What follows belongs to an exercise in optimizing a design on an open flow for small area, a short achievable clock period and few clock cycles; a production flow would make more cautious choices. In this exercise RTL edits were held to simulation tests only and were not proved equivalent to the original.

Setup of v8:
## lascon_top
module lascon_top #(
    parameter int LASCON_VARIANT = 0
)(
    input  logic        clk,
    input  logic        rst,
    input  logic [2:0]  mode_i,
    input  logic [31:0] xof_len_i,
    input  logic        start_i,
    input  logic        abort_i,
    output logic        busy_o,
    output logic        done_o,
    output logic        tag_fail_o,
    input  logic [63:0] s_axis_tdata,
    input  logic [7:0]  s_axis_tkeep,
    input  logic [3:0]  s_axis_tuser,
    input  logic        s_axis_tlast,
    input  logic        s_axis_tvalid,
    output logic        s_axis_tready,
    output logic [63:0] m_axis_tdata,
    output logic [7:0]  m_axis_tkeep,
    output logic [3:0]  m_axis_tuser,
    output logic        m_axis_tlast,
    output logic        m_axis_tvalid,
    input  logic        m_axis_tready
);
clock: 7.0 ns
lec_check: 0
cap_margin: 30
core_margin: 2
core_utilization: 40
place_density: 0.5
setup_slack_margin: 3.0
slew_margin: 50
synth_hierarchical: 1
run.sh (not shown) runs the stock make flow with config.mk's settings and CLKGATE_MAP_FILE= SYNTH_SCRIPT=/design/flow/synth_recipe.tcl, a recipe that flattens the netlist after the stock synthesis.
Testbench counts of v8, summed over its fixed seeds: cycles 20,321.
#### Input delta (v5 over v8)
# v8
export LEC_CHECK = 0
export CAP_MARGIN = 30
export CORE_MARGIN = 2
export CORE_UTILIZATION = 40
export PLACE_DENSITY = 0.5
export SETUP_SLACK_MARGIN = 3.0
export SLEW_MARGIN = 50
export SYNTH_HIERARCHICAL = 1
create_clock -name core_clock -period 7.0 [get_ports {clk}]
# v5
export LEC_CHECK = 0
export CAP_MARGIN = 30
export CORE_MARGIN = 2
export CORE_UTILIZATION = 35
export PLACE_DENSITY = 0.5
export SETUP_SLACK_MARGIN = 3.0
export SLEW_MARGIN = 20
export SYNTH_HIERARCHICAL = 1
create_clock -name core_clock -period 7.0 [get_ports {clk}]
Looking at detailed-route wire length, v5 sits above v8.
v8 reports its end point of the critical path as s1[47] while v5 reports s1[44].
The post-route fraction of the period consumed by the critical path reported for v5 is smaller than that of v8 by 0.67 points.
Number of non-clock buffers (v8 / v5): 0.889
Compared to v8, v5 shows a wider setup margin.
Going from v8 to v5, the number of design-rule violations left by the first detailed-router iteration was found to have gone down by 8.4%.
Of v8 and v5, the higher register-to-register slack belongs to v5.
Comparing v8 against v5, there is no change at all in XOR/XNOR share of the synthesized area.
Compared with v8, in v5 area after detailed placement fell 1.7%, share of final layout cell area taken by non-clock buffers went up 0.72 points, flip-flop and latch share of the layout cell area essentially unchanged.
Edits applied to the flow inputs when going from v5 to v31:
# v5
export LEC_CHECK = 0
export CAP_MARGIN = 30
export CORE_MARGIN = 2
export CORE_UTILIZATION = 35
export PLACE_DENSITY = 0.5
export SETUP_SLACK_MARGIN = 3.0
export SLEW_MARGIN = 20
export SYNTH_HIERARCHICAL = 1
create_clock -name core_clock -period 7.0 [get_ports {clk}]
# v31
export LEC_CHECK = 0
export CAP_MARGIN = 30
export CORE_MARGIN = 2
export CORE_UTILIZATION = 40
export GPL_TIMING_DRIVEN = 0
export PLACE_DENSITY = 0.5
export SETUP_SLACK_MARGIN = 2.9
export SLEW_MARGIN = 20
export SYNTH_HIERARCHICAL = 1
create_clock -name core_clock -period 7.0 [get_ports {clk}]
==> comparison <==
Delta (v31 minus v5): number of I/O port buffers shrank by about 1.5%.
The number of antenna violations at the first check in global routing in v31 sits 16% above the value recorded for v5.
Comparing v5 and v31, the higher total of clock buffers placed in the layout was measured on v5.
Higher met1 wire length among v5 and v31: v5
Wire length on met2: v31 > v5
v31: full flow OK, the timing, design-rule and antenna checks passed
Diff v5 -> v31 | stage delay of the slowest cell on the critical path | increase of 0.22 ns
Taking v5 as the reference point, the HPWL after detailed placement of v31 rises by 38 mm.
Against v5, clock skew after layout in v31 came out worse.
In v31 the total vias in the final route turned out 3408 higher than in v5.

* * *

## rev 12
Another version of the RTL of lascon_top (not shown whole).
Size: ~7600 cells after synthesis, roughly 580 flip-flops, ~200 I/O pins, about 69000 um^2 of cells after synthesis.
export LEC_CHECK = 0
export CAP_MARGIN = 30
export CORE_MARGIN = 2
export CORE_UTILIZATION = 40
export PLACE_DENSITY = 0.5
export SETUP_SLACK_MARGIN = 2.5
export SLEW_MARGIN = 20
export SYNTH_HIERARCHICAL = 1
create_clock -name core_clock -period 7.0 [get_ports {clk}]
Testbench counts of rev 12, summed over its fixed seeds: cycles 20,321.
Edits applied to the flow inputs when going from rev 12 to rev 13:
- SETUP_SLACK_MARGIN: 2.5 -> 2.7
Findings:
Between rev 12 and rev 13, the clock transition at the register clock pins on the worst setup and hold paths after CTS does not differ in any meaningful way. The weighted congestion at the end of routability-driven global placement of rev 12 and that of rev 13 are within noise of each other. Against rev 12, rev 13 comes in 2.5 points higher on proportion of layout cells with a drive suffix above 1.

* * *

RTL: one of the versions met above, not the one the previous note started from.
Size: about 200 I/O pins.
Settings: LEC_CHECK=0, CAP_MARGIN=30, CORE_MARGIN=2, CORE_UTILIZATION=45, PLACE_DENSITY=0.5, SETUP_SLACK_MARGIN=3.0, SLEW_MARGIN=20, SYNTH_HIERARCHICAL=1; clock period 7.0 ns.
The first run went through all stages and came out clean.
Testbench counts at the start, summed over its fixed seeds: cycles 20,321.
==> next run, changes <==
--- a/flow/config.mk
+++ b/flow/config.mk
@@ -9,5 +9,5 @@
 export CORE_MARGIN = 2
-export CORE_UTILIZATION = 45
+export CORE_UTILIZATION = 40
 export PLACE_DENSITY = 0.5
-export SETUP_SLACK_MARGIN = 3.0
+export SETUP_SLACK_MARGIN = 3.1
 export SLEW_MARGIN = 20
=> Fmax rose by a few percent; count of clock-buffer cells in the layout rose by 1; design area rose by a few percent; global-route usage fell by 3.4 points; worst hold slack got worse by 0.015 ns; clock skew hardly moves; wire length rose by a few percent; via count rose slightly; core utilization fell by 4.2 points.
==> next run, changes <==
--- a/flow/config.mk
+++ b/flow/config.mk
@@ -11,3 +11,3 @@
 export PLACE_DENSITY = 0.5
-export SETUP_SLACK_MARGIN = 3.1
+export SETUP_SLACK_MARGIN = 3.2
 export SLEW_MARGIN = 20
The new run completed without violations.
Sequential share of layout area drops by 0.34 points.
Count of clock-buffer cells in the layout came out higher by 9.
Worst hold slack stays flat.
Cell area grows by a few percent.
Synthesized area stays the same.
Via count hardly moves.

* * *

RTL: one of the versions met above, not the one the previous note started from.
Size: ~7600 cells after synthesis, ~580 flip-flops, ~200 I/O pins, ~69000 um^2 of cells after synthesis.
Settings: LEC_CHECK=0, CAP_MARGIN=20, CORE_MARGIN=2, CORE_UTILIZATION=40, PLACE_DENSITY=0.5, SETUP_SLACK_MARGIN=2.9, SLEW_MARGIN=10, SYNTH_HIERARCHICAL=1; clock period 7.0 ns.
The starting point completed without violations.
Testbench counts at the start, summed over its fixed seeds: cycles 20,321.
Edit:
--- a/flow/config.mk
+++ b/flow/config.mk
@@ -7,3 +7,3 @@
 export LEC_CHECK = 0
-export CAP_MARGIN = 20
+export CAP_MARGIN = 30
 export CORE_MARGIN = 2
@@ -12,3 +12,3 @@
 export SETUP_SLACK_MARGIN = 2.9
-export SLEW_MARGIN = 10
+export SLEW_MARGIN = 20
 export SYNTH_HIERARCHICAL = 1
- The changed run passed the timing, design-rule and antenna checks
- cell area drops by 0.31%
- utilization drops by 0.16 points
- clock-buffer cell count climbs by 23
Edit:
--- a/flow/config.mk
+++ b/flow/config.mk
@@ -14 +14,2 @@
 export SYNTH_HIERARCHICAL = 1
+export TNS_END_PERCENT = 30
The changed run completed with no timing, DRC or antenna violations.
Non-clock buffer count shrinks by 53.
Worst setup slack degrades by 0.13 ns.
Final area came out lower by 1.8%.
Final cell count is lower by 0.62%.
Via count shrinks by 2.1%.
Worst hold slack is about the same.

* * *

lascon_top with an RTL version that a note above also has.
Size in the first run: about 580 flip-flops, roughly 200 I/O pins, roughly 67,000 um2 of cells after synthesis.
Settings: LEC_CHECK=0, CAP_MARGIN=30, CORE_MARGIN=2, CORE_UTILIZATION=40, PLACE_DENSITY=0.5, SETUP_SLACK_MARGIN=3.0, SLEW_MARGIN=65, SYNTH_HIERARCHICAL=1; clock period 7.0 ns.
Testbench counts at the start, summed over its fixed seeds: cycles 20,321.
Change:
--- a/flow/config.mk
+++ b/flow/config.mk
@@ -12,3 +12,3 @@
 export SETUP_SLACK_MARGIN = 3.0
-export SLEW_MARGIN = 65
+export SLEW_MARGIN = 20
 export SYNTH_HIERARCHICAL = 1
Effect:
- wire length hardly moves
- via count went down by 0.58%
- die area stays the same
Change:
--- a/flow/config.mk
+++ b/flow/config.mk
@@ -11,3 +11,3 @@
 export PLACE_DENSITY = 0.5
-export SETUP_SLACK_MARGIN = 3.0
+export SETUP_SLACK_MARGIN = 2.9
 export SLEW_MARGIN = 20
After rerunning: Global-route usage goes down by 0.45 points; die area does not change; worst setup slack loses 0.15 ns.

-- separate check: timing with driven ports --
How much do the figures lean on ideal ports? The routed layouts below were timed once more, with nothing changed but the port constraints. Step 1: set_driving_cell puts a clkbuf_16 on clk and a buf_2 on each other input, an assumption about the parent block. Step 2 times the ports against the registers' clock, not the clock port: input delays grow and output delays shrink by t, the midpoint of the rising clock arrivals with the driver on. a / b / c = ideal ports / drivers / drivers and shift; a / b = the first two.
run | shift t [ns] | setup WS [ns] | worst setup path after step 2
v8 | 0.802 | 2.846 / 2.846 / 2.248 | input to register
v5 | 0.801 | 2.893 / 2.893 / 2.227 | input to register
v31 | 0.824 | 2.383 / 2.385 / 1.614 | input to register
rev 12 | 0.835 | 2.257 / 2.257 / 1.750 | input to register
rev 13 | 0.821 | 2.518 / 2.518 / 1.930 | input to register
the first run of note 3 | 0.782 | 2.796 / 2.825 / 2.043 | input to register
the second run of note 3 | 0.824 | 2.956 / 2.956 / 2.252 | input to register
the third run of note 3 | 0.788 | 3.010 / 3.044 / 2.256 | input to register
the first run of note 4 | 0.797 | 2.608 / 2.657 / 1.859 | input to register
the second run of note 4 | 0.820 | 2.734 / 2.734 / 2.132 | input to register
the third run of note 4 | 0.806 | 2.607 / 2.607 / 2.056 | input to register
the first run of note 5 | 0.808 | 2.840 / 2.840 / 2.170 | input to register
the second run of note 5 | 0.809 | 2.822 / 2.846 / 2.071 | input to register
the third run of note 5 | 0.803 | 2.669 / 2.669 / 2.189 | input to register
After both steps every run listed still meets setup and hold. The setup slack of v31, which loses most, moves by +0.002 ns with the drivers and by -0.769 ns with both steps.
